Background: an optimization exercise with open tools, aiming at small area and a short achievable clock period. Do not read the settings as production practice.
Function was checked by simulation only, so behaviour that the tests miss may differ from the original.
Power is estimated from default activity; no workload was simulated.

### flow/design.v
`timescale 1ns/10ps
module IOTDF( clk, rst, in_en, iot_in, fn_sel, busy, valid, iot_out);
input          clk;
input          rst;
input          in_en;
input  [7:0]   iot_in;
input  [2:0]   fn_sel;
output         busy;
output         valid;
output [127:0] iot_out;
parameter IDLE = 2'b00;
parameter FET = 2'b01;
parameter WB = 2'b10;
parameter iot_in_WIDTH = 8;
parameter LOW_EXT = 128'h6FFF_FFFF_FFFF_FFFF_FFFF_FFFF_FFFF_FFFF;
parameter HIGH_EXT = 128'hAFFF_FFFF_FFFF_FFFF_FFFF_FFFF_FFFF_FFFF;
parameter LOW_EXC = 128'h7FFF_FFFF_FFFF_FFFF_FFFF_FFFF_FFFF_FFFF;
parameter HIGH_EXC = 128'hBFFF_FFFF_FFFF_FFFF_FFFF_FFFF_FFFF_FFFF;
reg [ 1 : 0 ] state, state_n;
reg busy_r, valid_r;
reg [ 130 : 0 ] iot_out_r;
reg [ 3 : 0 ] cnt;
reg [ 2 : 0 ] p_cnt;
wire [ 6 : 0 ] digit_start;
reg [ 130 : 0 ] tmp;
wire [127:0] max_min_data;
wire [130:0] avg_data;
wire [127:0] ext_exc_data;
reg peak_standard_stored;
reg [127:0] peak_data;
assign busy = busy_r;
assign valid = valid_r;
assign iot_out = (cnt==0 && p_cnt==0) ? ((fn_sel==1 || fn_sel==2) ? iot_out_r : ((fn_sel==3) ? avg_data[127:0] : 
((fn_sel==6 || fn_sel==7) ? peak_data : ((fn_sel==4 || fn_sel==5) ? ext_exc_data : 0)))) : 0;
assign digit_start = 127 - (cnt<<3);
assign max_min_data = (cnt==0 && p_cnt==1 && state==FET) ? tmp[127:0] :
(((fn_sel==1 || fn_sel==6) ? ((cnt==0 && tmp[127:0]>iot_out_r[127:0]) ? tmp[127:0] : iot_out_r[127:0] ) : 
((cnt==0 && tmp[127:0]<iot_out_r[127:0]) ? tmp[127:0] : iot_out_r[127:0] )));
assign avg_data = (p_cnt==0 && cnt==0) ? iot_out_r>>3 : 0;
assign ext_exc_data = (cnt==0) ? ((fn_sel==3'd4) ? ((HIGH_EXT>tmp[127:0] && tmp[127:0]>LOW_EXT) ? tmp[127:0] : 0 ) : 
((tmp[127:0]>HIGH_EXC || LOW_EXC>tmp[127:0]) ? tmp[127:0] : 0 ) ) : 0;
always@(*)begin
    case(state)
        IDLE: state_n = FET;
        FET: state_n = ( cnt==4'd15 ) ? WB : FET;
        WB: state_n = FET;
        default: state_n = IDLE;
    endcase
end
always@(posedge clk)begin
    if(rst)begin
        busy_r <= 0;
        valid_r <= 0;
        iot_out_r <= 0;
        state <= IDLE;
        tmp <= 0;
        cnt <= 0;
        p_cnt <= 0;
        peak_standard_stored <= 0;
        peak_data <= 0;
    end
    else begin
        state <= state_n;
        case (state)
           FET:begin
               tmp[digit_start -: iot_in_WIDTH] <= iot_in;
               cnt <= (cnt==4'd15) ? 0 : cnt + 1'b1;
               busy_r <= (cnt==4'd14) ? 1'b1 : 1'b0;
               valid_r <= 0;
               if(fn_sel==3'b011)
               iot_out_r <= (cnt==0 && p_cnt==0)? 0 : iot_out_r;
               else
               iot_out_r <= (cnt==0) ? max_min_data : iot_out_r;
           end 
           WB:begin
               if(fn_sel==3'b001||fn_sel==3'b010)begin
                   iot_out_r[127:0] <= max_min_data;
                   p_cnt <= (p_cnt==3'd7) ? 0 : p_cnt + 1'b1;
                   valid_r <= p_cnt==3'd7 ? 1'b1 : 1'b0;
                   tmp <= (p_cnt==3'd7) ? 0 : tmp;
               end
               if(fn_sel==3'b011)begin
                   iot_out_r <= iot_out_r + tmp;
                   p_cnt <= (p_cnt==3'd7) ? 0 : p_cnt + 1'b1;
                   valid_r <= p_cnt==3'd7 ? 1'b1 : 1'b0;
                   tmp <= (p_cnt==3'd7) ? 0 : tmp;
               end
               if(fn_sel==3'b100||fn_sel==3'b101)begin
                   valid_r <= ext_exc_data>0 ? 1'b1 : 1'b0;
                   tmp <= p_cnt==3'd7 ? 0 : tmp;
               end
               if(fn_sel==3'b110)begin
                   iot_out_r[127:0] <= max_min_data;
                   p_cnt <= (p_cnt==3'd7) ? 0 : p_cnt + 1'b1;
                   if(peak_standard_stored==0 && p_cnt==3'd7)
                   valid_r <= 1'b1;
                   else
                   valid_r <= (p_cnt==7 && max_min_data>peak_data) ? 1'b1 : 1'b0;
                   peak_data <= (p_cnt==7 && max_min_data>peak_data) ? max_min_data : peak_data;
                   tmp <= (p_cnt==3'd7) ? 0 : tmp;
                   if(p_cnt==3'd7)
                   peak_standard_stored <= 1'b1;
               end
               if(fn_sel==3'b111)begin
                   iot_out_r[127:0] <= max_min_data;
                   p_cnt <= (p_cnt==3'd7) ? 0 : p_cnt + 1'b1;
                   if(peak_standard_stored==0 && p_cnt==3'd7)
                       valid_r <= 1'b1;
                   else
                   valid_r <= (p_cnt==7 && max_min_data<peak_data) ? 1'b1 : 1'b0;
                   peak_data <= (p_cnt==3'd7 && peak_standard_stored==0) ? max_min_data : 
                   ((p_cnt==7 && max_min_data<peak_data) ? max_min_data : peak_data);
                   tmp <= (p_cnt==3'd7) ? 0 : tmp;
                   if(p_cnt==3'd7)
                   peak_standard_stored <= 1'b1;
               end
           end
        endcase
    end
end
endmodule
### flow/run.sh
#!/bin/bash
# synth_recipe.tcl (not shown) runs the flow's synth.tcl, then flattens the netlist and writes it again
# the make line also repeats each setting of config.mk as NAME=value (left out here)
make -C /OpenROAD-flow-scripts/flow DESIGN_CONFIG=/design/flow/config.mk WORK_HOME=/design/flow/orfs CLKGATE_MAP_FILE= SYNTH_SCRIPT=/design/flow/synth_recipe.tcl finish
### flow/config.mk
export PLATFORM = sky130hd
export DESIGN_NAME = IOTDF
export DESIGN_NICKNAME = IOTDF
export VERILOG_FILES = /design/flow/design.v
export SDC_FILE = /design/flow/constraint.sdc
export NUM_CORES = 4
export LEC_CHECK = 0
export CAP_MARGIN = 20
export CORE_MARGIN = 2
export CORE_UTILIZATION = 40
export PLACE_DENSITY = 0.6
export SLEW_MARGIN = 20
### flow/constraint.sdc
create_clock -name core_clock -period 8.0 [get_ports {clk}]
set_input_delay 1.6000 -clock core_clock [delete_from_list [all_inputs] [get_ports {clk}]]
set_output_delay 1.6000 -clock core_clock [all_outputs]
set_load 0.01 [all_outputs]
==> impl_results.md, run 1 <==
- Final Cycle Share: 96.2%
- PwrDens: ~160 nW/um^2
- Sequential element share of the synthesized area: between 20% and 30%
- Slowest CP cell: or4_4
- Hold path depth: 2
- Full die area: roughly 94000 um^2
- PortBufs: between 100 and 150
- Final Hold Viols: 0
- Syn Std Cell Area: approximately 37000 um^2
- CP Class: reg2reg
- Wirelength per Cell: about 23 um
- Fmax: 130 MHz
- Overall Global Routing Usage: about a third
- Final Power: between 7 and 8 mW
- Fin Setup TNS: 0 ps
- Max-cap viol count: 0
- DR top layer: met5
- Die Wd: ~300 um
- Critical-path maximum fanout: 16
- Top-level I/O count: approximately 140
- Worst-Margin Slew: around 1300 ps
- Synth Area per Inst: around 7.1 um^2
- Met3 wire length: 14.2 mm
- Worst hold path startpoint: peak_data[74]$_SDFFE_PP0P_
- Share of cells above drive strength 1: between 10% and 20%
- Metal-1 WL: roughly 70 mm
- Min cycle time layout: about 7700 ps
- Hold Crit Class: reg2reg
- Number of DRC markers in iteration 0: approximately 4800
- R2R Path End: peak_data[119]$_SDFFE_PP0P_
- Net count after synthesis: 5595
- CTS H-tree depth: 2
- Synth Register Bits: about 400
- Sink Count: about 400
- Post-synthesis cell type count: slightly below 100
- Worst reg-to-reg path cell count: 34
- Post-synth EDFFs: 0
- Initial Utilization: around two fifths
- Congestion Overflow GR: 0
- Sequential cell area: 8050 um^2
- Async SR Flop Fraction: 0%
- Vias in the first global route: between 30000 and 40000
- Clk root buf: clkbuf_16
- Vias per inst: roughly 6.1
- Placer Congestion: between 1 and 1.5
- DRT Wirelength: around 160 mm
- Antenna viol nets, final: 0
- Cells after Synth: 5182
- Nets: approximately 6000
- R2r setup slk: 300 ps
- CP Launch Type: flop
- Vias: slightly above 40000
- Clk pin slew, worst setup/hold paths: about 60 ps
- Final setup fails: 0
- Worst-Skew Late Latency: between 600 and 700 ps
- Reg-to-Reg Start: iot_out_r[84]$_SDFFE_PP0P_
- FP Rows: about 110
- CP Capture Type: flop
- TritonRoute pass-1 iters: 6
- Slowest Stage Delay on Critical Path: a little under 600 ps
- CTS tree: done
- Post-synth top flop: dfxtp_1
- Area of the multi-input gates: roughly 26000 um^2
- Peak supply drop: roughly 0.00015 V
- WP data arrival: 8190 ps
- Bufs on Longest Clock Path: 3
- Cts bufs inserted: 53
- Antenna fix cells: 0
- DRC Markers: 0
- Fill count: 9221
- Die height: ~310 um
- WHS Endpoint: peak_data[74]$_SDFFE_PP0P_
- Pin count of the biggest net entering global routing: approximately 140
- Max transition margin: roughly an eighth
- Synth warn: 1
- Leakage: 18.5 nW
- WL met2: between 60 and 70 mm
- Fin. max-slew vios: 0
- Outcome: complete, no violations
- Worst Skew: 34.3 ps
- First-pass GRT wire length: 239 mm
- Worst EP required: between 8000 and 9000 ps
- HPWL Detailed: approximately 120 mm
- Initial antenna violation count: 2
- Synthesis-to-layout area growth: 20.8%
- Most used cell, CP: a21o_1
- RSZ-0062 raised after global routing: false
- Core ar.: about 91000 um^2
-- layer usage --
metal | vias up | GRT usage, %
li1 | 19300 | -
met1 | 19500 | 45.8
met2 | 1897 | 49.9
met3 | 292 | 5.22
met4 | 4 | 12.0
met5 | - | 0
-- worst max path at each step --
| stage | from | cells past startpoint | slack, ps | to |
|---|---|---|---|---|
| floorplan | iot_out_r[57]$_SDFFE_PP0P_ | 33 | 1590 | peak_data[117]$_SDFFE_PP0P_ |
| global placement | iot_out_r[109]$_SDFFE_PP0P_ | 33 | 40 | peak_data[122]$_SDFFE_PP0P_ |
| detailed placement | iot_out_r[109]$_SDFFE_PP0P_ | 33 | 80 | peak_data[119]$_SDFFE_PP0P_ |
| CTS | iot_out_r[109]$_SDFFE_PP0P_ | 33 | 40 | peak_data[119]$_SDFFE_PP0P_ |
| global route | iot_out_r[33]$_SDFFE_PP0P_ | 35 | 30 | peak_data[88]$_SDFFE_PP0P_ |
| finish | iot_out_r[84]$_SDFFE_PP0P_ | 34 | 300 | peak_data[119]$_SDFFE_PP0P_ |
-- area by class of cell --
class,count,share of cell area (%)
multi-input combinational,3940,57.7
sequential,402,18.1
timing repair buffer,652,12.4
inverter,496,4.19
clock buffer,69,3.38
tap,1186,3.34
clock inverter,30,0.935
-- placed cells by master, fill, tap and decap left out, types with 129 or more instances in the layout --
cell type / n
a211oi_1: 129
a21oi_1: 528
a22oi_1: 129
buf_4: 491
clkdlybuf4s50_1: 137
dfxtp_1: 402
ha_1: 395
inv_1: 489
nand2_1: 440
nor2_1: 571
o21ai_0: 443
-- what timing repair did --
item                                    in CTS  in global routing
gates resized for setup                      0                 22
hold buffers                                 0                  0
buffers inserted                             0                  1
endpoints found under the setup margin       0                129
-- cells in the mapped netlist (all sizes together), types with 17 or more instances --
master  number  share of area [%]
a211oi     131                2.7
a21o        60                1.2
a21oi      531                7.2
a221oi      37               0.92
a22oi      129                2.6
a31oi       26               0.54
and3        17               0.29
buf         61               0.92
clkbuf     283                2.9
dfxtp      402                 22
ha         398                 14
inv        494                5.0
mux2i      131                3.6
nand2      442                4.5
nand2b      19               0.32
nand3       84                1.1
nand4      113                1.9
nor2       572                5.8
nor2b       42               0.71
nor3        44               0.61
nor4       107                1.8
o211ai      31               0.65
o21ai      491                6.7
o21bai      70                1.4
o221ai      90                2.2
o31ai       60                1.3
or4         19               0.39
xnor2      112                2.7
-- worst max-delay path: cells and delay by family (launching register included) --
| family | cells | cell delay [ps] |
|---|---|---|
| DFF | 1 | 420 |
| adders and majority gates | 2 | 650 |
| buffers and inverters | 9 | 1670 |
| and+or+nand+nor | 8 | 1770 |
| muxes | 2 | 470 |
| AOI/OAI and AO/OA | 13 | 2530 |
-- logic make-up (layout without fill, tap and decap cells) --
| logic type | Yosys count | after routing | synth area share, % |
|---|---|---|---|
| muxes | 132 | 132 | 3.60 |
| adders and majority gates | 399 | 399 | 13.6 |
| AOI/OAI and AO/OA | 1768 | 1768 | 30.4 |
| DFF | 402 | 402 | 21.9 |
| buffers and inverters | 840 | 1247 | 8.87 |
| xor gates and xnor gates | 123 | 123 | 2.93 |
| and+or+nand+nor | 1518 | 1518 | 18.8 |
-- where the power goes --
group	switching, mW	internal, mW
Sequential	0.0843	2.07
Combinational	1.46	0.988
Clock	1.07	1.64
-- through the flow --
step | hold slack (ps) | setup WS (ps) | instance area [um^2] | instances | utilization [%]
2_1_floorplan | 441 | 1590 | 36800 | 5182 | -
3_3_place_gp | 458 | 39.9 | 42400 | 6675 | 46.4
3_5_place_dp | 486 | 82.0 | 42400 | 6675 | 46.4
4_1_cts | 495 | 39.6 | 44300 | 6774 | 48.5
5_1_grt | 518 | 26.4 | 44400 | 6775 | 48.6
6_report | 490 | 303 | 44400 | 6775 | 48.6
-- registers in the layout (all words and copies together), names as in the netlist --
| signal | flops |
|---|---|
| state | 2 |
| valid_r | 1 |
| peak_standard_stored | 1 |
| cnt | 4 |
| tmp | 131 |
| p_cnt | 3 |
| busy_r | 1 |
| iot_out_r | 131 |
| peak_data | 128 |
==> inputs of run 2 (changes only) <==
==> flow/design.v (replaced) <==
`timescale 1ns/10ps
module IOTDF( clk, rst, in_en, iot_in, fn_sel, busy, valid, iot_out);
input          clk;
input          rst;
input          in_en;
input  [7:0]   iot_in;
input  [2:0]   fn_sel;
output         busy;
output         valid;
output [127:0] iot_out;
reg  [135:0] ring;
reg  [4:0]   c;         
reg  [2:0]   p;         
reg          busy_r, valid_r;
reg          win, lose;  
reg          exc;       
reg          first;     
reg          g;         
reg          k1, k2, ones, nz;  
assign busy    = busy_r;
assign valid   = valid_r;
assign iot_out = ring[135:8];
wire byte_cyc = ~c[4];
wire gap      = c[4] & ~c[0];
wire last     = (p == 3'd7);
wire m_max  = (fn_sel == 3'd1) | (fn_sel == 3'd6);
wire m_rnd  = (fn_sel == 3'd1) | (fn_sel == 3'd2);
wire m_peak = (fn_sel == 3'd6) | (fn_sel == 3'd7);
wire m_mm   = m_rnd | m_peak;
wire m_avg  = (fn_sel == 3'd3);
wire m_flt  = (fn_sel == 3'd4) | (fn_sel == 3'd5);
wire [7:0] rb  = ring[135:128];
wire gt        = iot_in > rb;
wire lt        = iot_in < rb;
wire better    = m_max ? gt : lt;
wire worse     = m_max ? lt : gt;
wire eq_st     = ~win & ~lose;
wire load      = m_flt | ((m_rnd | (m_peak & first)) & (p == 3'd0));
wire dwr       = byte_cyc & (load | (m_mm & (win | (eq_st & ~worse))));
wire       fresh  = m_avg & (p == 3'd0);
wire       addon  = m_avg & byte_cyc;
wire [7:0] wold   = fresh ? 8'd0 : ring[132:125];
wire [8:0] asum   = addon ? {1'b0, wold} + {1'b0, iot_in} : {1'b0, wold};
wire [122:0] cv = ring[127:5];
wire [122:0] t;
assign t[0] = g;
genvar i;
generate
  for (i = 1; i < 123; i = i + 1) begin : inc
    assign t[i] = t[i-1] & cv[i-1];
  end
endgenerate
wire top_in  = fn_sel[0] ? ((iot_in >= 8'hC0) | (iot_in < 8'h7F))
                         : ((iot_in >= 8'h70) & (iot_in < 8'hAF));
wire top_bnd = fn_sel[0] ? (iot_in == 8'h7F) : (iot_in == 8'hAF);
wire v_next = m_flt ? (nz & (k1 | (k2 & ~ones)))
                    : (last & (m_avg | m_rnd | (m_peak & (first | exc))));
always @(posedge clk) begin
    ring[7:0]     <= dwr ? iot_in : {ring[135:133], asum[7:3]};
    ring[12:8]    <= ring[4:0];
    ring[132:13]  <= cv[119:0] ^ t[119:0];
    ring[135:133] <= asum[2:0] ^ t[122:120];
    g <= addon & asum[8];
    if (~byte_cyc) begin
        win  <= 1'b0;
        lose <= 1'b0;
    end else if (eq_st) begin
        win  <= better;
        lose <= worse;
    end
    if (c == 5'd0) begin
        k1   <= top_in;
        k2   <= top_bnd;
        nz   <= |iot_in;
        ones <= 1'b1;
    end else begin
        nz   <= nz | (|iot_in);
        ones <= ones & (&iot_in);
    end
    if (rst) begin
        c       <= 5'd17;
        p       <= 3'd0;
        busy_r  <= 1'b0;
        valid_r <= 1'b0;
        first   <= 1'b1;
    end else begin
        c       <= c[4] ? 5'd0 : c + 5'd1;
        busy_r  <= (c == 5'd14);
        valid_r <= gap & v_next;
        if (gap) begin
            p <= p + 3'd1;
            if (last) first <= 1'b0;
        end
    end
    if (gap & last)
        exc <= 1'b0;
    else if (byte_cyc & eq_st & better & ~load)
        exc <= 1'b1;
end
endmodule
==> run 2 against run 1 <==
  * The layout now fails its checks (negative setup slack)
  * Worst hold slack got worse by 160 ps
  * Clock-buffer cell count decreased by 50
  * Area after synthesis decreased by 81%
  * Largest cell class unchanged
==> impl_results.md, run 2 <==
- Outcome: complete, but fails checks
- Layout check fault list: negative setup slack
- Final Cycle Share: 240%
- WHS Endpoint: ring[11]$_DFF_P_
- Fmax: approximately 52 MHz
- Min cycle time layout: around 19000 ps
- Async SR Flop Fraction: 0%
- CP Capture Type: flop
- Biggest regs: ring: 136 flops, c: 5 flops, p: 3 flops
- Die Wd: between 100 and 150 um
- FP Rows: 48
- Largest Register: ring
- Worst-Skew Late Latency: roughly 420 ps
- Worst Skew: between 15 and 20 ps
- Worst reg-to-reg path cell count: ~120
- Core ar.: roughly 17000 um^2
- Critical-path maximum fanout: 3
- Worst hold path startpoint: ring[3]$_DFF_P_
- Antenna fix cells: 0
- Fin. max-slew vios: 0
- Peak supply drop: ~0.00015 V
- CP Launch Type: flop
- Comb power frac: ~25%
- Pint: between 1.5 and 2 mW
- R2r setup slk: -11170 ps
- Commonest cells after routing, fill and taps aside: 151 x dfxtp_1, 142 x clkdlybuf4s50_1, 120 x ha_4
- Slowest Stage Delay on Critical Path: around 330 ps
- PwrDens: 260 nW/um^2
- Clk root buf: clkbuf_16
- Worst-Margin Slew: 637 ps
- Final Power: 2.62 mW
- Post-synth top flop: dfxtp_1
- Synthesis-to-layout area growth: 45.2%
- Syn Std Cell Area: 6950 um^2
- Sink Count: 155
- Worst Setup Slack, final: -11170 ps
- Synth top area share: around 44%
- Post-synthesis cell type count: 47
- WP data arrival: a little under 20000 ps
- Vias: between 4000 and 5000
- Die height: roughly 140 um
- Max transition margin: between 50% and 60%
- Synth top area cells: dfxtp_1 44%, ha_1 26%, buf_4 14%, o21ai_0 1.5%, inv_1 1.3%
- Clock power share: 32.7%
- Net count after synthesis: 764
- Largest delay share family, worst path: adder cells
- Leakage: about 4 nW
- Full die area: around 18000 um^2
- CP Class: reg2reg
- WP buf/inv: 0
- DRC Markers: 0
- Reg-to-Reg Start: g$_DFF_P_
- Worst EP required: between 8000 and 9000 ps
- Final Hold Viols: 0
- Cts bufs inserted: 17
- Congestion Overflow GR: 0
- Number of DRC markers in iteration 0: approximately 110
- Area leader, netlist: dfxtp_1
- Nets: around 830
- Synth top cells by count: 153 x dfxtp_1, 142 x ha_1, 128 x buf_4, 25 x inv_1, 21 x o21ai_0
- Max-cap viol count: 0
- Vias per inst: ~4.6
- Antenna viol nets, final: 0
- Share of cells above drive strength 1: 29.9%
- Overall Global Routing Usage: roughly 16%
- Wirelength per Cell: ~15 um
- Final setup fails: 75
- R2R Path End: ring[135]$_DFF_P_
- Sequential element share of the synthesized area: 44.9%
- Hold Slack: about 330 ps
- Synth warn: 1
- CTS H-tree depth: 4
- Vias in the first global route: 4451
- Max reg flops: 136
- Commonest non-fill, non-tap cell in the layout: dfxtp_1
- Clk pin slew, worst setup/hold paths: about 60 ps
- Most used cell, CP: ha_4
- Post-synth EDFFs: 2
- Hold Crit Class: reg2reg
- Hold path depth: 0
- Pin count of the biggest net entering global routing: 17
- RSZ-0062 raised after global routing: true
- PortBufs: 142
- HPWL Detailed: 10.9 mm
- Initial Utilization: 40.6%
- First-pass GRT wire length: 22.3 mm
- Net switching power: between 0.7 and 0.8 mW
- Bufs on Longest Clock Path: 2
- Most common cell in the netlist: dfxtp_1
- Hold Buf Count CTS: 0
- Cells after Synth: a little over 600
- Initial antenna violation count: 0
- WP depth: approximately 120
- Synth Area per Inst: between 10 and 15 um^2
- Slowest CP cell: dfxtp_2
- TritonRoute pass-1 iters: 4
- DRT Wirelength: 13.9 mm
- Placer Congestion: approximately 0.8
- Top-level I/O count: 144
- Synth Register Bits: 155
- CTS tree: done
- Sequential power share: roughly 42%
- Switching fraction of total power: 28.5%
==> run 2: cell types whose count changed after synthesis, moves of 125 or more <==
cell / change
nor2_1: -560
a21oi_1: -517
mux2i_1: -127
buf_4: +125
dfxtp_1: -249
a22oi_1: -129
o21ai_0: -423
inv_1: -464
a211oi_1: -128
ha_1: -256
nand2_1: -428
clkbuf_1: -277
==> run 2: repair_timing <==
item,in CTS,in global routing
cloned,0,0
buffers inserted,0,0
endpoints found under the setup margin,75,76
pin swaps,4,3
resized for setup,3,2
==> run 2: layer usage <==
layer | global-route usage (%) | share of wire, % | vias to the layer above
met1 | 20.3 | 47 | 1973
met3 | 3.62 | 4.4 | 19
met5 | 0 | 0 | -
met4 | 7.52 | 2.2 | 0
li1 | - | - | 2095
met2 | 25.6 | 46 | 108
==> run 2: cell type report <==
| class | count | area [um^2] |
|---|---|---|
| Timing Repair Buffer | 180 | 1710 |
| Tap cell | 225 | 282 |
| Sequential cell | 155 | 3130 |
| Clock buffer | 19 | 443 |
| Fill cell | 1351 | 7020 |
| Clock inverter | 12 | 185 |
| Multi-Input combinational cell | 292 | 4260 |
| Inverter | 25 | 93.8 |
==> run 2: worst max-delay path by stage <==
| stage | start | to |
|---|---|---|
| after global placement | g$_DFF_P_ | ring[134]$_DFF_P_ |
| after global routing | ring[5]$_DFF_P_ | ring[135]$_DFF_P_ |
| after floorplan | g$_DFF_P_ | ring[135]$_DFF_P_ |
| after CTS | ring[5]$_DFF_P_ | ring[135]$_DFF_P_ |
| final | g$_DFF_P_ | ring[135]$_DFF_P_ |
| after detailed placement | g$_DFF_P_ | ring[134]$_DFF_P_ |
==> run 2: cells by family (layout without fill, tap and decap cells) <==
group	Yosys count	count (layout)	share of synthesized area [%]
AOI/OAI and AO/OA	59	59	5.45
xor gates and xnor gates	11	11	1.39
adders and majority gates	143	143	25.8
buffers and inverters	160	236	15.7
DFF	155	155	44.9
muxes	10	10	1.55
and+or+nand+nor	69	69	5.18
==> run 2: metrics by stage <==
stage | setup WS [ps] | util [%] | setup TNS, ps | area (um^2) | cells
final | -11170 | 59.0 | -432260 | 10100 | 908
after global routing | -11610 | 59.0 | -456130 | 10100 | 908
after CTS | -11280 | 58.9 | -438770 | 10100 | 908
after detailed placement | -11220 | 55.2 | -435730 | 9440 | 877
after global placement | -11060 | 55.2 | -428000 | 9440 | 877
after floorplan | -10660 | - | -407380 | 8450 | 607
==> run 2: power by group through the flow <==
stage | Sequential (mW) | Combinational [mW] | Clock (mW)
2_1_floorplan | 1.09 | 0.432 | 0
3_3_place_gp | 1.13 | 0.647 | 0
3_5_place_dp | 1.13 | 0.655 | 0
4_1_cts | 1.12 | 0.668 | 0.878
5_1_grt | 1.14 | 0.728 | 0.914
6_report | 1.11 | 0.651 | 0.857
==> inputs of run 3 (changes only) <==
==> flow/design.v (replaced) <==
`timescale 1ns/10ps
module IOTDF( clk, rst, in_en, iot_in, fn_sel, busy, valid, iot_out);
input          clk;
input          rst;
input          in_en;
input  [7:0]   iot_in;
input  [2:0]   fn_sel;
output         busy;
output         valid;
output [127:0] iot_out;
reg  [135:0] ring;
reg  [7:0]   ib;        
reg          g;         
reg          gt, lt;    
reg  [2:0]   fs;        
reg  [4:0]   c;         
reg  [2:0]   p;         
reg          busy_r, valid_r;
reg          win, lose;  
reg          exc;       
reg          first;     
reg          k1, k2, ones, nz;  
assign busy    = busy_r;
assign valid   = valid_r;
assign iot_out = ring[127:0];
wire proc  = (c != 5'd0) & (c != 5'd17);
wire gap   = (c == 5'd16);
wire lane0 = (c == 5'd1);
wire last  = (p == 3'd7);
wire m_max  = (fs == 3'd1) | (fs == 3'd6);
wire m_rnd  = (fs == 3'd1) | (fs == 3'd2);
wire m_peak = (fs == 3'd6) | (fs == 3'd7);
wire m_mm   = m_rnd | m_peak;
wire m_avg  = (fs == 3'd3);
wire m_flt  = (fs == 3'd4) | (fs == 3'd5);
wire better    = m_max ? gt : lt;
wire worse     = m_max ? lt : gt;
wire eq_st     = ~win & ~lose;
wire load      = m_flt | ((m_rnd | (m_peak & first)) & (p == 3'd0));
wire dwr       = proc & (load | (m_mm & (win | (eq_st & ~worse))));
wire beat      = proc & eq_st & better & ~load;
wire       fresh  = m_avg & (p == 3'd0);
wire       addon  = m_avg & proc;
wire [7:0] wold   = fresh ? 8'd0 : ring[132:125];
wire [7:0] asum   = addon ? ib : wold;
wire [7:0] nrb    = ring[127:120];
wire [7:0] nwold  = fresh ? 8'd0 : ring[124:117];
wire [8:0] nsum   = {1'b0, nwold} + {1'b0, iot_in};
wire [122:0] cv = {ring[119:0], ring[135:133]};
wire [122:0] t;
wire [122:0] wg;
wire [15:0]  pg;
wire [15:0]  q;
genvar i;
generate
  for (i = 0; i < 123; i = i + 1) begin : inc
    if (i % 8 == 0) begin : lo
      assign wg[i] = 1'b1;
    end else begin : hi
      assign wg[i] = &cv[i-1:8*(i/8)];
    end
    assign t[i] = g & q[i/8] & wg[i];
  end
  for (i = 0; i < 15; i = i + 1) begin : grp
    assign pg[i] = &cv[8*i+7:8*i];
  end
  assign pg[15] = 1'b0;
  assign q[0] = 1'b1;
  for (i = 1; i < 16; i = i + 1) begin : pre
    assign q[i] = &pg[i-1:0];
  end
endgenerate
wire [122:0] cn = cv ^ t;
wire top_in  = fs[0] ? ((ib >= 8'hC0) | (ib < 8'h7F))
                     : ((ib >= 8'h70) & (ib < 8'hAF));
wire top_bnd = fs[0] ? (ib == 8'h7F) : (ib == 8'hAF);
wire ones_f  = ones & (&ib);
wire nz_f    = nz | (|ib);
wire v_next = m_flt ? (nz_f & (k1 | (k2 & ~ones_f)))
                    : (last & (m_avg | m_rnd | (m_peak & (first | exc | beat))));
always @(posedge clk) begin
    ib <= m_avg ? nsum[7:0] : iot_in;
    g  <= m_avg & ~c[4] & nsum[8];
    gt <= iot_in > nrb;
    lt <= iot_in < nrb;
    fs <= fn_sel;
    ring[4:0]     <= dwr ? ib[4:0] : asum[7:3];
    ring[7:5]     <= dwr ? ib[7:5] : cn[2:0];
    ring[127:8]   <= cn[122:3];
    ring[132:128] <= ring[124:120];
    ring[135:133] <= asum[2:0];
    if (~proc) begin
        win  <= 1'b0;
        lose <= 1'b0;
    end else if (eq_st) begin
        win  <= better;
        lose <= worse;
    end
    if (lane0) begin
        k1   <= top_in;
        k2   <= top_bnd;
        nz   <= |ib;
        ones <= 1'b1;
    end else begin
        nz   <= nz_f;
        ones <= ones_f;
    end
    if (rst) begin
        c       <= 5'd17;
        p       <= 3'd0;
        busy_r  <= 1'b0;
        valid_r <= 1'b0;
        first   <= 1'b1;
    end else begin
        c       <= c[4] ? 5'd0 : c + 5'd1;
        busy_r  <= (c == 5'd14);
        valid_r <= gap & v_next;
        if (gap) begin
            p <= p + 3'd1;
            if (last) first <= 1'b0;
        end
    end
    if (gap & last)
        exc <= 1'b0;
    else if (beat)
        exc <= 1'b1;
end
endmodule
==> run 3 against run 2 <==
  * Now clean on timing, DRC and antenna
  * Sequential cell count grew 13
  * Core utilization decreased by 12 points
  * Clock skew fell by 2.7 ps
  * Clock-buffer cell count grew 2
  * Routed wire length grew 29%
  * Sequential share of layout area grew 4.4 points
  * Critical endpoint is now ring[126]$_DFF_P_
  * Highest routed layer unchanged
==> impl_results.md, run 3 <==
- Final instance area: around 9600 um^2
- Synth Area per Inst: approximately 9.3 um^2
- Commonest cells after routing, fill and taps aside: 166 x dfxtp_1, 142 x clkdlybuf4s50_1, 65 x nand2_1
- PortBufs: about 140
- Sequential cell area: between 3000 and 4000 um^2
- CTS-repair resized insts: 0
- Post-synth EDFFs: 2
- Net switching power: just over 1 mW
- R2R Path End: ring[126]$_DFF_P_
- RSZ-0062 raised after global routing: false
- Worst Setup SP: ring[7]$_DFF_P_
- Placed Area: roughly 9000 um^2
- Antenna viol nets, final: 0
- Nets: between 900 and 1000
- TritonRoute pass-1 iters: 5
- Leakage: approximately 3.8 nW
- PwrDens: 328 nW/um^2
- CP Launch Type: flop
- Peak supply drop: between 0.0001 and 0.00015 V
- Clock power share: between 20% and 30%
- Max transition margin: between 30% and 40%
- CTS H-tree depth: 4
- Worst EP required: approximately 8400 ps
- Fill count: 1956
- Layout Cells excl Fill: 1186
- WP buf/inv: 0
- Final Power: around 3.1 mW
- Worst-Margin Slew: roughly 900 ps
- Comb power frac: between 20 and 30%
- Fmax: 290 MHz
- Post-synth top flop: dfxtp_1
- Switching fraction of total power: approximately 33%
- Synth top area cells: dfxtp_1 40%, buf_4 12%, xor2_1 6.6%, ha_1 5.9%, xnor2_1 5.7%
- WP data arrival: approximately 3800 ps
- Initial Utilization: 40.8%
- Cells after Synth: between 800 and 900
- Most used cell, CP: nand4_1
- Worst Skew: 12.4 ps
- Fin. max-slew vios: 0
- Syn Std Cell Area: 8290 um^2
- Setup bufs post-CTS: 0
- Outcome: complete, no violations
- Area leader, netlist: dfxtp_1
- Final setup fails: 0
- Antenna fix cells: 0
- Max-cap viol count: 0
- Synth top area share: between 40 and 50%
- Sequential element share of the synthesized area: between 40% and 50%
- CTS tree: done
- Biggest regs: ring: 136 flops, ib: 8 flops, c: 5 flops
- Cts bufs inserted: 17
- Die height: roughly 150 um
- Vias per inst: approximately 4.9
- Final Hold Viols: 0
- Cell chain of the critical path: nand4_1 > nor4_1 > and4_1 > nand4_1 > nor3_1 > and3_1 > ha_1 > xor2_1
- DRC Markers: 0
- First-pass GRT wire length: approximately 29 mm
- CP Class: reg2reg
- Wirelength per Cell: 15.1 um
- Top-level I/O count: 144
- Max reg flops: ~140
- Sequential power share: between 40% and 50%
- Bufs on Longest Clock Path: 2
- Min cycle time layout: 3450 ps
- CP Capture Type: flop
- Largest Register: ring
- Slowest CP cell: nand4_1
- Initial antenna violation count: 0
- Congestion Overflow GR: 0
- Commonest non-fill, non-tap cell in the layout: dfxtp_1
- Final Cycle Share: roughly 43%
- Placer Congestion: 0.823
- Synth Register Bits: roughly 170
- FP Rows: 52
- Pin count of the biggest net entering global routing: 24
- Share of cells above drive strength 1: under 10%
- Async SR Flop Fraction: 0%
- Number of DRC markers in iteration 0: ~220
- Sink Count: between 150 and 200
- Synth warn: 1
- Die Wd: 148 um
- Overall Global Routing Usage: between 10% and 20%
- Vias in the first global route: 5445
- Clk root buf: clkbuf_16
- Slowest Stage Delay on Critical Path: approximately 630 ps
- Full die area: between 20000 and 25000 um^2
- Post-Place Cells: around 1200
- Worst-Skew Late Latency: between 400 and 500 ps
- Hold Buf Count CTS: 0
- R2r setup slk: between 4000 and 5000 ps
- HPWL Detailed: ~13 mm
- Reg-to-Reg Start: ring[7]$_DFF_P_
- Hold Crit Class: reg2reg
- Fin Setup TNS: 0 ps
- Vias: 5814
- Largest delay share family, worst path: simple AND/OR/NAND/NOR gates
- DRT Wirelength: between 15 and 20 mm
- Synth top cells by count: 166 x dfxtp_1, 128 x buf_4, 65 x nand2_1, 62 x xor2_1, 54 x xnor2_1
- Area of the multi-input gates: 3670 um^2
- Net count after synthesis: 948
- Pint: 2.10 mW
- Core Util, Final: 47.1%
- Worst reg-to-reg path cell count: 8
- Core ar.: just over 20000 um^2
- Crit path to: ring[126]$_DFF_P_
- Clk pin slew, worst setup/hold paths: approximately 70 ps
- Most common cell in the netlist: dfxtp_1
- Post-synthesis cell type count: between 50 and 60
- Critical-path maximum fanout: 12
- WP depth: 8
- Synthesis-to-layout area growth: 15.3%
## run 3: cell type report
type | instances | share of cell area [%]
repair buffers | 142 | 14.9
clock buffers | 21 | 4.92
well taps | 270 | 3.53
flip-flops and latches | 168 | 35.4
inverters | 41 | 1.61
multi-input cells | 534 | 38.4
clock inverters | 10 | 1.24
## run 3: worst register-to-register path, cell delays in order (launching register included)
cell and delay (ps):
dfxtp_1 450, nand4_1 170, nor4_1 540, and4_1 540
nand4_1 640, nor3_1 540, and3_1 230, ha_1 150
xor2_1 130
## run 3: cell families after synthesis
logic type / synth area share (%)
AND/OR/NAND/NOR: 19.5
AO/OA/AOI/OAI: 5.24
XOR/XNOR: 12.3
flip-flops: 40.8
adder cells (fa/ha/maj): 6.13
multiplexers: 1.16
buffers and inverters: 14.9
## run 3: layer usage
layer | wire length, um | up-vias | global-route usage [%]
li1 | - | 2932 | -
met1 | 8620 | 2706 | 23.1
met2 | 7800 | 164 | 25.3
met3 | 1310 | 12 | 5.25
met4 | 176 | 0 | 4.38
met5 | 0 | - | 0
## run 3: worst min path at each step
stage	startpoint	end	cells after the start	slack, ps
2_1_floorplan	ring[121]$_DFF_P_	ring[129]$_DFF_P_	0	350
3_3_place_gp	ring[123]$_DFF_P_	ring[131]$_DFF_P_	0	370
3_5_place_dp	ring[123]$_DFF_P_	ring[131]$_DFF_P_	0	380
4_1_cts	ring[123]$_DFF_P_	ring[131]$_DFF_P_	0	380
5_1_grt	ring[123]$_DFF_P_	ring[131]$_DFF_P_	0	380
6_report	ring[123]$_DFF_P_	ring[131]$_DFF_P_	0	380
## run 3: stage by stage
stage | worst slack, ps | hold slack, ps
after global routing | 4140 | 384
after global placement | 4330 | 369
after floorplan | 5020 | 351
after CTS | 4480 | 384
final | 4550 | 378
after detailed placement | 4260 | 375
## run 3: power by group through the flow
stage	clock (mW)	combinational [mW]	sequential (mW)
2_1_floorplan	0	0.725	1.30
3_3_place_gp	0	0.914	1.41
3_5_place_dp	0	0.917	1.41
4_1_cts	0.839	0.926	1.40
5_1_grt	0.877	1.00	1.44
6_report	0.819	0.916	1.40
==> inputs of run 4 (changes only) <==
--- a/flow/config.mk
+++ b/flow/config.mk
@@ -10,3 +10,4 @@
 export CORE_UTILIZATION = 40
 export PLACE_DENSITY = 0.6
+export SETUP_SLACK_MARGIN = 5
 export SLEW_MARGIN = 20
==> run 4 against run 3 <==
  * Still clean
  * First-iteration DRC count is 2.3% higher
  * Combinational power fell by 5.3%
  * Register-to-register slack improved by 640 ps
  * Global-route usage increased by 0.091 points
  * Total power decreased by 1.0%
  * Non-clock buffer count up 5
  * Final cell count rose by 0.42%
  * Largest power group unchanged
==> impl_results.md, run 4 <==
- Slowest Stage Delay on Critical Path: 560 ps
- Post-synth top flop: dfxtp_1
- Max reg flops: 136
- Bufs on Longest Clock Path: 2
- FP Rows: 52
- Post-Place Cells: around 1200
- Sequential element share of the synthesized area: just over 40%
- Final Cycle Share: about 37%
- Synth top area cells: dfxtp_1 40%, buf_4 12%, xor2_1 6.6%, ha_1 5.9%, xnor2_1 5.7%
- Initial Utilization: between 40 and 50%
- Commonest non-fill, non-tap cell in the layout: dfxtp_1
- Critical-path maximum fanout: 4
- CP Class: reg2out
- Min cycle time layout: 2970 ps
- WP buf/inv: 1
- Most common cell in the netlist: dfxtp_1
- Top-level I/O count: around 140
- Antenna viol nets, final: 0
- Comb power frac: ~28%
- Core ar.: slightly above 20000 um^2
- Final setup fails: 0
- Synth Register Bits: about 170
- CTS H-tree depth: 4
- Final Hold Viols: 0
- First-pass GRT wire length: 29.3 mm
- Max transition margin: approximately 40%
- Congestion Overflow GR: 0
- Cts bufs inserted: 17
- Die height: 148 um
- Core Util, Final: 48.1%
- Switching fraction of total power: roughly a third
- Fin. max-slew vios: 0
- Full die area: between 20000 and 25000 um^2
- Largest delay share family, worst path: buffers and inverters
- Net count after synthesis: 948
- Synth top cells by count: 166 x dfxtp_1, 128 x buf_4, 65 x nand2_1, 62 x xor2_1, 54 x xnor2_1
- Worst Skew: about 12 ps
- Synth top area share: ~40%
- Overall Global Routing Usage: 16.8%
- Fmax: 337 MHz
- Cells after Synth: ~890
- Sequential power share: a little under half
- Worst-Margin Slew: about 900 ps
- PortBufs: 142
- Hold Slack: 376 ps
- Biggest regs: ring: 136 flops, ib: 8 flops, c: 5 flops
- Syn Std Cell Area: slightly above 8000 um^2
- WP data arrival: approximately 1400 ps
- PwrDens: between 300 and 400 nW/um^2
- DRT Wirelength: about 18 mm
- Clk root buf: clkbuf_16
- Vias per inst: approximately 5
- Outcome: complete, no violations
- Area leader, netlist: dfxtp_1
- Wirelength per Cell: 15.2 um
- Pin count of the biggest net entering global routing: 24
- Synth warn: 1
- Synthesis-to-layout area growth: 17.7%
- Number of DRC markers in iteration 0: between 200 and 250
- Hold Buf Count CTS: 0
- Vias in the first global route: around 5500
- Share of cells above drive strength 1: 13.8%
- DRC Markers: 0
- CP Capture Type: primary output
- Die Wd: approximately 150 um
- Slowest CP cell: clkdlybuf4s50_1
- Post-synth EDFFs: 2
- Clk pin slew, worst setup/hold paths: around 60 ps
- Worst-Skew Late Latency: approximately 420 ps
- Sink Count: about 170
- Antenna fix cells: 0
- Fill count: between 1500 and 2000
- Post-synthesis cell type count: slightly above 50
- HPWL Detailed: around 13 mm
- Commonest cells after routing, fill and taps aside: 110 x dfxtp_1, 67 x clkdlybuf4s50_1, 65 x nand2_1
- Max-cap viol count: 0
- Hold Crit Class: reg2reg
- Worst EP required: 6400 ps
- TritonRoute pass-1 iters: 5
- Synth Area per Inst: between 9 and 10 um^2
- Largest Register: ring
- CTS tree: done
- Fin Setup TNS: 0 ps
- Net switching power: just over 1 mW
- Vias: slightly below 6000
- Nets: about 960
- Leakage: roughly 4.2 nW
- Placer Congestion: about 0.8
- Peak supply drop: 0.000132 V
- Layout Cells excl Fill: about 1200
- Async SR Flop Fraction: 0%
- Initial antenna violation count: 0
- CP Launch Type: flop
- Clock power share: about a quarter
- Pint: 2.07 mW
- Cell chain of the critical path: clkdlybuf4s50_1
- RSZ-0062 raised after global routing: false
## run 4: kinds of logic after synthesis
family                   Yosys count  synth area share, %
XOR/XNOR                         116                 12.3
AND/OR/NAND/NOR                  301                 19.5
flip-flops                       168                 40.8
multiplexers                       9                 1.16
buffers and inverters            192                 14.9
adder cells (fa/ha/maj)           40                 6.13
AO/OA/AOI/OAI                     68                 5.24
## run 4: final cells by class
| cell class | count | area [um^2] | area share (%) |
|---|---|---|---|
| multi-input combinational | 534 | 3740 | 38.4 |
| sequential | 168 | 3450 | 35.4 |
| inverter | 41 | 154 | 1.58 |
| timing repair buffer | 147 | 1480 | 15.1 |
| clock inverter | 10 | 119 | 1.22 |
| clock buffer | 21 | 470 | 4.82 |
| tap | 270 | 338 | 3.46 |
## run 4: timing repair
action / in CTS / in global routing
buffers inserted: 5 / 0
gates resized for setup: 103 / 45
setup endpoints to repair: 123 / 55
pin swaps: 3 / 1
## run 4: power groups by stage
stage                     logic, mW  clock network [mW]  registers, mW
final                         0.867               0.819           1.41
after global routing          0.951               0.879           1.46
after CTS                     0.882               0.839           1.41
after detailed placement      0.917                   0           1.41
after global placement        0.914                   0           1.41
after floorplan               0.725                   0           1.30
## run 4: routing by layer
metal | up-vias | routed length, um | GRT usage [%]
met1 | 2716 | 8690 | 23.1
met4 | 0 | 171 | 4.38
li1 | 2943 | - | -
met3 | 12 | 1230 | 5.19
met2 | 149 | 7960 | 25.7
met5 | - | 0 | 0
## run 4: path summary, 6_finish.rpt
kind         depth (start not counted)           endpoint  slack (ps)              start
max                                  1        iot_out[18]        5030   ring[18]$_DFF_P_
min                                  0  ring[131]$_DFF_P_         380  ring[123]$_DFF_P_
max reg2reg                          7  ring[127]$_DFF_P_        5190          g$_DFF_P_
min reg2reg                          0  ring[131]$_DFF_P_         380  ring[123]$_DFF_P_
## run 4: per-stage QoR
step | setup slack (ps) | total power, mW | cell area [um^2]
after CTS | 5000 | 3.14 | 9620
final | 5030 | 3.10 | 9750
after floorplan | 5020 | 2.02 | 8290
after global placement | 4330 | 2.33 | 8970
after global routing | 5000 | 3.29 | 9750
after detailed placement | 4260 | 2.32 | 8970
==> inputs of run 5 (changes only) <==
==> flow/flow/run.sh (new file) <==
#!/bin/bash
# Standard ORFS layout, with plain buffers (not delay cells) on the ports and
# a tighter setup target for the repair steps. Synthesis is the standard one.
set -euo pipefail
bash standard.sh synth > synth.log 2>&1
export BUFFER_PORTS_ARGS="-buffer_cell sky130_fd_sc_hd__buf_2"
export SETUP_SLACK_MARGIN=${MARGIN:-5}
export DONT_USE_CELLS="sky130_fd_sc_hd__clkdlybuf4s15_1 sky130_fd_sc_hd__clkdlybuf4s15_2 sky130_fd_sc_hd__clkdlybuf4s18_1 sky130_fd_sc_hd__clkdlybuf4s18_2 sky130_fd_sc_hd__clkdlybuf4s25_1 sky130_fd_sc_hd__clkdlybuf4s25_2 sky130_fd_sc_hd__clkdlybuf4s50_1 sky130_fd_sc_hd__clkdlybuf4s50_2 sky130_fd_sc_hd__dlygate4sd1_1 sky130_fd_sc_hd__dlygate4sd2_1 sky130_fd_sc_hd__dlygate4sd3_1 sky130_fd_sc_hd__dlymetal6s2s_1 sky130_fd_sc_hd__dlymetal6s4s_1 sky130_fd_sc_hd__dlymetal6s6s_1"
bash standard.sh > layout.log 2>&1
==> flow/standard.sh (new file) <==
#!/bin/bash
# synth_recipe.tcl (not shown) runs the flow's synth.tcl, then flattens the netlist and writes it again
# the make line also repeats each setting of config.mk as NAME=value (left out here)
make -C /OpenROAD-flow-scripts/flow DESIGN_CONFIG=/design/flow/config.mk WORK_HOME=/design/flow/orfs CLKGATE_MAP_FILE= SYNTH_SCRIPT=/design/flow/synth_recipe.tcl "${@:-finish}"
--- a/flow/config.mk
+++ b/flow/config.mk
@@ -10,4 +10,3 @@
 export CORE_UTILIZATION = 40
 export PLACE_DENSITY = 0.6
-export SETUP_SLACK_MARGIN = 5
 export SLEW_MARGIN = 20
removed: flow/run.sh
==> run 5 against run 4 <==
  * Still clean
  * Area after synthesis unchanged
  * Worst hold slack better by 19 ps
  * Core utilization shrank 4.1 points
  * Largest cell class unchanged
  * Clock skew shrank 1.0 ps
==> impl_results.md, run 5 <==
- Sink Count: approximately 170
- Fin. max-slew vios: 0
- Vias per inst: between 4 and 5
- Synth top area share: 40.1%
- Cells after Synth: 894
- CP Launch Type: primary input
- Outcome: complete, no violations
- DRT Wirelength: about 18 mm
- HPWL Detailed: ~13 mm
- Final setup fails: 0
- Die height: between 100 and 150 um
- Pint: 1.92 mW
- Final instance area: just under 9000 um^2
- Congestion Overflow GR: 0
- Sequential element share of the synthesized area: 40.8%
- Xor and xnor fraction of the mapped netlist area: around an eighth
- Overall Global Routing Usage: 16.3%
- DRC Markers: 0
- Syn Std Cell Area: around 8300 um^2
- Post-Place Setup Slack: roughly 4600 ps
- CTS tree: done
- TritonRoute pass-1 iters: 5
- Clock power share: between 20% and 30%
- Clk pin slew, worst setup/hold paths: 60 ps
- Synth warn: 1
- Max-cap viol count: 0
- First-pass GRT wire length: ~28 mm
- Async SR Flop Fraction: 0%
- PwrDens: ~330 nW/um^2
- Synth Area in Adders: under 10%
- Hold Buf Count CTS: 0
- Vias in the first global route: around 5500
- Top-level I/O count: about 140
- Synth Area per Inst: 9.27 um^2
- Post-synth EDFFs: 2
- Metal-1 WL: around 8.5 mm
- Critical-path maximum fanout: 3
- RSZ-0062 raised after global routing: false
- Die Wd: approximately 150 um
- Worst EP required: slightly above 8000 ps
- WP data arrival: roughly 3100 ps
- Cts bufs inserted: 17
- Switching fraction of total power: approximately 34%
- Final Cycle Share: between 30% and 40%
- Max reg flops: approximately 140
- Post-synth top flop: dfxtp_1
- CTS H-tree depth: 4
- Worst Setup Slack, final: ~5100 ps
- Worst Skew: between 10 and 15 ps
- Clk root buf: clkbuf_16
- Synth Area in Compound Gates: around 5.2%
- Placed Area: between 8000 and 9000 um^2
- WL met2: between 7 and 8 mm
- Sequential power share: a little under half
- Fmax: about 350 MHz
- CP Capture Type: flop
- Net switching power: ~1.0 mW
- Post-synthesis cell type count: 51
- Area leader, netlist: dfxtp_1
- CP Class: in2reg
- Worst-Skew Late Latency: ~420 ps
- Fill count: a little over 2000
- Commonest non-fill, non-tap cell in the layout: dfxtp_1
- Synth Area in Simple Gates: 19.5%
- Most common cell in the netlist: dfxtp_1
- Comb power frac: roughly 25%
- Worst-Margin Slew: 945 ps
- Synth top cells by count: 166 x dfxtp_1, 128 x buf_4, 65 x nand2_1, 62 x xor2_1, 54 x xnor2_1
- Bufs on Longest Clock Path: 2
- Net count after synthesis: around 950
- Initial Utilization: between 40 and 50%
- Synth top area cells: dfxtp_1 40%, buf_4 12%, xor2_1 6.6%, ha_1 5.9%, xnor2_1 5.7%
- Core Util, Final: between 40% and 50%
- Nets: about 960
- Antenna fix cells: 0
- Fin Setup TNS: 0 ps
- Peak supply drop: approximately 0.00015 V
- Vias: slightly below 6000
- Antenna viol nets, final: 0
- Placer Congestion: ~0.83
- Hold Slack: between 300 and 400 ps
- Largest Register: ring
- Final Hold Viols: 0
- Min cycle time layout: 2850 ps
- Share of cells above drive strength 1: between 20% and 30%
- Synthesis-to-layout area growth: 7.79%
- Initial antenna violation count: 0
- Synth Register Bits: around 170
- Commonest cells after routing, fill and taps aside: 165 x dfxtp_1, 142 x buf_2, 65 x nand2_1
- Hold Crit Class: reg2reg
- Mux contribution to synthesized area: between 1 and 1.5%
- Wirelength per Cell: between 10 and 15 um
- Number of DRC markers in iteration 0: 280
- PortBufs: between 100 and 150
- Full die area: between 20000 and 25000 um^2
- FP Rows: 52
- Max transition margin: between 30% and 40%
- Pin count of the biggest net entering global routing: 24
- DR top layer: met4
- Met3 wire length: between 1 and 1.5 mm
- Leakage: a little under 4 nW
- Largest family of logic cells by synthesized area: simple AND/OR/NAND/NOR gates
- Biggest regs: ring: 136 flops, ib: 8 flops, c: 5 flops
- Core ar.: slightly above 20000 um^2
run 5: cell counts after synthesis:
Identical to the previous run, type by type.
run 5: final cells by class:
cell class	instances	area, um^2	share of cell area (%)
Clock buffer	21	462	5.17
Inverter	41	154	1.72
Timing Repair Buffer	146	741	8.29
Multi-Input combinational cell	534	3730	41.7
Clock inverter	8	124	1.39
Tap cell	270	338	3.78
Sequential cell	168	3380	37.9
run 5: power by group through the flow:
stage	registers, mW	logic (mW)	clock network (mW)
6_report	1.38	0.720	0.824
5_1_grt	1.43	0.801	0.881
4_1_cts	1.38	0.727	0.844
3_5_place_dp	1.39	0.721	0
3_3_place_gp	1.40	0.717	0
2_1_floorplan	1.30	0.725	0
run 5: layer usage:
metal	track usage, %	vias to the layer above
met5	0	-
met4	6.57	0
met3	4.60	19
met2	24.0	147
met1	22.5	2677
li1	-	2949
run 5: path summary, 6_finish.rpt:
kind,start,end,slack [ps],cells past startpoint
max reg2reg,ring[135]$_DFF_P_,ring[71]$_DFF_P_,5210,6
max,iot_in[0],g$_DFF_P_,5150,10
min,ring[121]$_DFF_P_,ring[129]$_DFF_P_,400,0
min reg2reg,ring[121]$_DFF_P_,ring[129]$_DFF_P_,400,0
run 5: timing repair:
item / CTS / global route
gates resized for setup: 3 / 11
setup endpoints to repair: 23 / 44
pin swaps: 2 / 3
setup buffers: 2 / 2
run 5: stage by stage:
stage               total power [mW]  instances
finish                          2.92       1188
CTS                             2.95       1186
detailed placement              2.11       1155
global route                    3.11       1188
floorplan                       2.02        894
global placement                2.11       1155
run 5: worst max-delay path: stages:
cell and delay [ps]:
buf_2 100, ha_1 160, inv_1 60, fa_2 350
nor2b_1 120, o21a_1 140, o21ai_1 80, a21oi_1 210
nor3_1 70, nor4_1 250
run 5: cells by family after synthesis:
| family | after synthesis |
|---|---|
| AND/OR/NAND/NOR | 301 |
| buffers and inverters | 192 |
| XOR/XNOR | 116 |
| adder cells (fa/ha/maj) | 40 |
| multiplexers | 9 |
| AO/OA/AOI/OAI | 68 |
| flip-flops | 168 |
==> inputs of run 6 (changes only) <==
--- a/flow/flow/run.sh
+++ b/flow/flow/run.sh
@@ -5,5 +5,5 @@
 bash standard.sh synth > synth.log 2>&1
 export BUFFER_PORTS_ARGS="-buffer_cell sky130_fd_sc_hd__buf_2"
-export SETUP_SLACK_MARGIN=${MARGIN:-5}
+export SETUP_SLACK_MARGIN=${MARGIN:-5.5}
 export DONT_USE_CELLS="sky130_fd_sc_hd__clkdlybuf4s15_1 sky130_fd_sc_hd__clkdlybuf4s15_2 sky130_fd_sc_hd__clkdlybuf4s18_1 sky130_fd_sc_hd__clkdlybuf4s18_2 sky130_fd_sc_hd__clkdlybuf4s25_1 sky130_fd_sc_hd__clkdlybuf4s25_2 sky130_fd_sc_hd__clkdlybuf4s50_1 sky130_fd_sc_hd__clkdlybuf4s50_2 sky130_fd_sc_hd__dlygate4sd1_1 sky130_fd_sc_hd__dlygate4sd2_1 sky130_fd_sc_hd__dlygate4sd3_1 sky130_fd_sc_hd__dlymetal6s2s_1 sky130_fd_sc_hd__dlymetal6s4s_1 sky130_fd_sc_hd__dlymetal6s6s_1"
 bash standard.sh > layout.log 2>&1
==> run 6 against run 5 <==
  * Clock skew grew 3.2 ps
  * Still clean on timing, DRC and antenna
  * Core utilization grew 13 points
  * Final cell count is 13% higher
  * Register-to-register slack better by 250 ps
  * Critical path depth unchanged
  * Synthesized cell count is the same
  * Via count increased by 15%
==> impl_results.md, run 6 <==
- PwrDens: 320 nW/um^2
- Synth top area share: approximately two fifths
- Worst Setup Slack, final: 5370 ps
- Worst reg-to-reg path cell count: 8
- Cells after Synth: 894
- Fmax: ~380 MHz
- Hold Slack: 388 ps
- Hold Crit Class: reg2reg
- Synth warn: 1
- Die Wd: ~150 um
- Hold path depth: 0
- Overall Global Routing Usage: 19.1%
- CP Class: in2reg
- Largest Register: ring
- Synth Area per Inst: just over 9 um^2
- Leakage: 5.18 nW
- Post-synth top flop: dfxtp_1
- Antenna viol nets, final: 0
- Placer Congestion: a little under 0.8
- Synth top area cells: dfxtp_1 40%, buf_4 12%, xor2_1 6.6%, ha_1 5.9%, xnor2_1 5.7%
- Final instance area: 11600 um^2
- DRT Wirelength: 21.7 mm
- Number of DRC markers in iteration 0: roughly 250
- Sequential cell area: approximately 3700 um^2
- Share of cells above drive strength 1: between 50% and 60%
- Die height: roughly 150 um
- Worst-Margin Slew: about 960 ps
- Congestion Overflow GR: 0
- First-pass GRT wire length: 33.2 mm
- Pin count of the biggest net entering global routing: 24
- Critical-path maximum fanout: 2
- Max reg flops: between 100 and 150
- HPWL Detailed: 12.9 mm
- Fill count: roughly 1700
- Syn Std Cell Area: around 8300 um^2
- Post-Place Setup Slack: around 4600 ps
- Core ar.: about 20000 um^2
- Async SR Flop Fraction: 0%
- Synth Register Bits: 168
- Sequential power share: 37.0%
- Commonest non-fill, non-tap cell in the layout: buf_4
- Comb power frac: roughly two fifths
- Vias in the first global route: about 6500
- Peak supply drop: around 0.00016 V
- Worst EP required: 8310 ps
- Antenna fix cells: 0
- Sequential element share of the synthesized area: between 40% and 50%
- Synth top cells by count: 166 x dfxtp_1, 128 x buf_4, 65 x nand2_1, 62 x xor2_1, 54 x xnor2_1
- WP data arrival: around 2900 ps
- TritonRoute pass-1 iters: 4
- Max-cap viol count: 0
- Area of the multi-input gates: 4110 um^2
- Core Util, Final: a little under three fifths
- Final setup fails: 0
- CP Launch Type: primary input
- Worst hold path startpoint: ring[124]$_DFF_P_
- CP Capture Type: flop
- Most common cell in the netlist: dfxtp_1
- R2R Path End: ring[106]$_DFF_P_
- Fin Setup TNS: 0 ps
- Pint: ~2.5 mW
- Outcome: complete, no violations
- Top-level I/O count: between 100 and 150
- Worst Skew: about 14 ps
- Cts bufs inserted: 17
- R2r setup slk: ~5500 ps
- RSZ-0062 raised after global routing: true
- Fin. max-slew vios: 0
- Clock power share: approximately a quarter
- DRC Markers: 0
- Min cycle time layout: ~2600 ps
- Post-synthesis cell type count: a little over 50
- Full die area: 21900 um^2
- Layout Cells excl Fill: about 1300
- Sink Count: 168
- Net switching power: approximately 1.2 mW
- Vias per inst: 4.94
- Switching fraction of total power: ~32%
- Clk pin slew, worst setup/hold paths: around 60 ps
- Clk root buf: clkbuf_16
- FP Rows: 52
- CTS tree: done
- Bufs on Longest Clock Path: 2
- Nets: between 1000 and 1500
- PortBufs: ~140
- Max transition margin: a little over a third
- Area leader, netlist: dfxtp_1
- Initial antenna violation count: 0
- Net count after synthesis: about 950
- WHS Endpoint: ring[132]$_DFF_P_
- Synthesis-to-layout area growth: 40.5%
- Placed Area: around 8300 um^2
- Final Cycle Share: between 30% and 40%
- Initial Utilization: ~41%
- Wirelength per Cell: between 15 and 20 um
- Post-synth EDFFs: 2
- Vias: 6658
- Reg-to-Reg Start: ring[76]$_DFF_P_
- Worst-Skew Late Latency: around 430 ps
- Final Hold Viols: 0
- CTS H-tree depth: 4
- Hold Buf Count CTS: 0
- Final Power: around 3.7 mW
- Biggest regs: ring: 136 flops, ib: 8 flops, c: 5 flops
- Worst Setup SP: iot_in[0]
- Post-Place Cells: between 1000 and 1500
- Commonest cells after routing, fill and taps aside: 147 x buf_4, 134 x buf_6, 78 x dfxtp_2
## run 6: cell counts after synthesis
Identical to the previous run, type by type.
## run 6: worst max-delay path, cell delays in order
cell     delay [ps]
buf_8            80
ha_4            130
inv_2            30
fa_2            330
nor2b_1         120
o21a_1          160
o21ai_2          80
a21oi_2         160
nor3_2           60
nor4_2          190
## run 6: repair_timing
item / 4_1_cts / 5_1_grt
gates resized for setup: 310 / 85
cloned: 1 / 0
setup endpoints to repair: 206 / 178
pin swaps: 18 / 25
setup buffers: 137 / 22
## run 6: worst max path at each step
stage	depth (start not counted)	end	slack (ps)
finish	10	g$_DFF_P_	5370
global route	10	g$_DFF_P_	5300
CTS	10	g$_DFF_P_	5310
detailed placement	10	g$_DFF_P_	4610
global placement	10	g$_DFF_P_	4600
floorplan	9	g$_DFF_P_	5110
## run 6: layer usage
| metal | vias up | track usage, % | routed length, um |
|---|---|---|---|
| met1 | 3186 | 24.9 | 9860 |
| met4 | 0 | 7.00 | 464 |
| met2 | 172 | 30.7 | 10400 |
| met5 | - | 0 | 0 |
| met3 | 33 | 4.75 | 1010 |
| li1 | 3267 | - | - |
## run 6: cell type report
class	count	share of cell area, %
well taps	270	2.90
clock buffers	22	4.17
multi-input cells	535	35.3
inverters	41	1.32
repair buffers	301	23.5
clock inverters	10	1.19
flip-flops and latches	168	31.6
## run 6: logic make-up (layout without fill, tap and decap cells)
logic type      after synthesis  count (layout)  synth area share [%]
compound gates               68              68                  5.24
flops                       168             168                  40.8
buf+inv                     192             374                  14.9
simple gates                301             302                  19.5
fa+ha+maj                    40              40                  6.13
xor+xnor                    116             116                  12.3
mux                           9               9                  1.16
## run 6: power groups by stage
stage / clock [mW] / sequential, mW / combinational [mW]
4_1_cts: 0.885 / 1.35 / 1.34
2_1_floorplan: 0 / 1.30 / 0.739
3_3_place_gp: 0 / 1.40 / 0.729
5_1_grt: 0.927 / 1.41 / 1.59
3_5_place_dp: 0 / 1.39 / 0.735
6_report: 0.873 / 1.38 / 1.47

-- afterwards: timing with drivers on the ports --
Ports are ideal in the flow. The routed layouts listed here were re-timed in OpenROAD.
Step 1 (the two cells are an assumption about what drives the block):
set clk [get_ports {clk}]
set_driving_cell -lib_cell sky130_fd_sc_hd__clkbuf_16 $clk
set_driving_cell -lib_cell sky130_fd_sc_hd__buf_2 [delete_from_list [all_inputs] $clk]
Step 2 adds t to the input delays and takes it off the output delays; t is the mean of the earliest and latest rising clock arrival at the registers after step 1. Input paths then give back, and output paths get back, about the clock's delay inside the block.
Slacks: ideal / step 1 / step 2; pairs: ideal / step 1.
| run | t, ns | slack for setup (ns) | worst setup path at the end | worst data-port slew with drivers (ns) |
|---|---|---|---|---|
| run 1 | 0.706 | 0.303 / 0.303 / 0.303 | register to register | 0.14 |
| run 2 | 0.460 | -11.169 / -11.169 / -11.169 | register to register | 0.04 |
| run 3 | 0.461 | 4.549 / 4.549 / 4.243 | input to register | 0.04 |
| run 4 | 0.461 | 5.033 / 4.988 / 4.690 | input to register | 0.03 |
| run 5 | 0.454 | 5.146 / 5.159 / 4.705 | input to register | 0.03 |
| run 6 | 0.466 | 5.375 / 5.368 / 4.902 | input to register | 0.05 |
For run 6, which loses most, drivers alone change the setup slack by -0.007 ns; drivers and shift together by -0.473 ns.
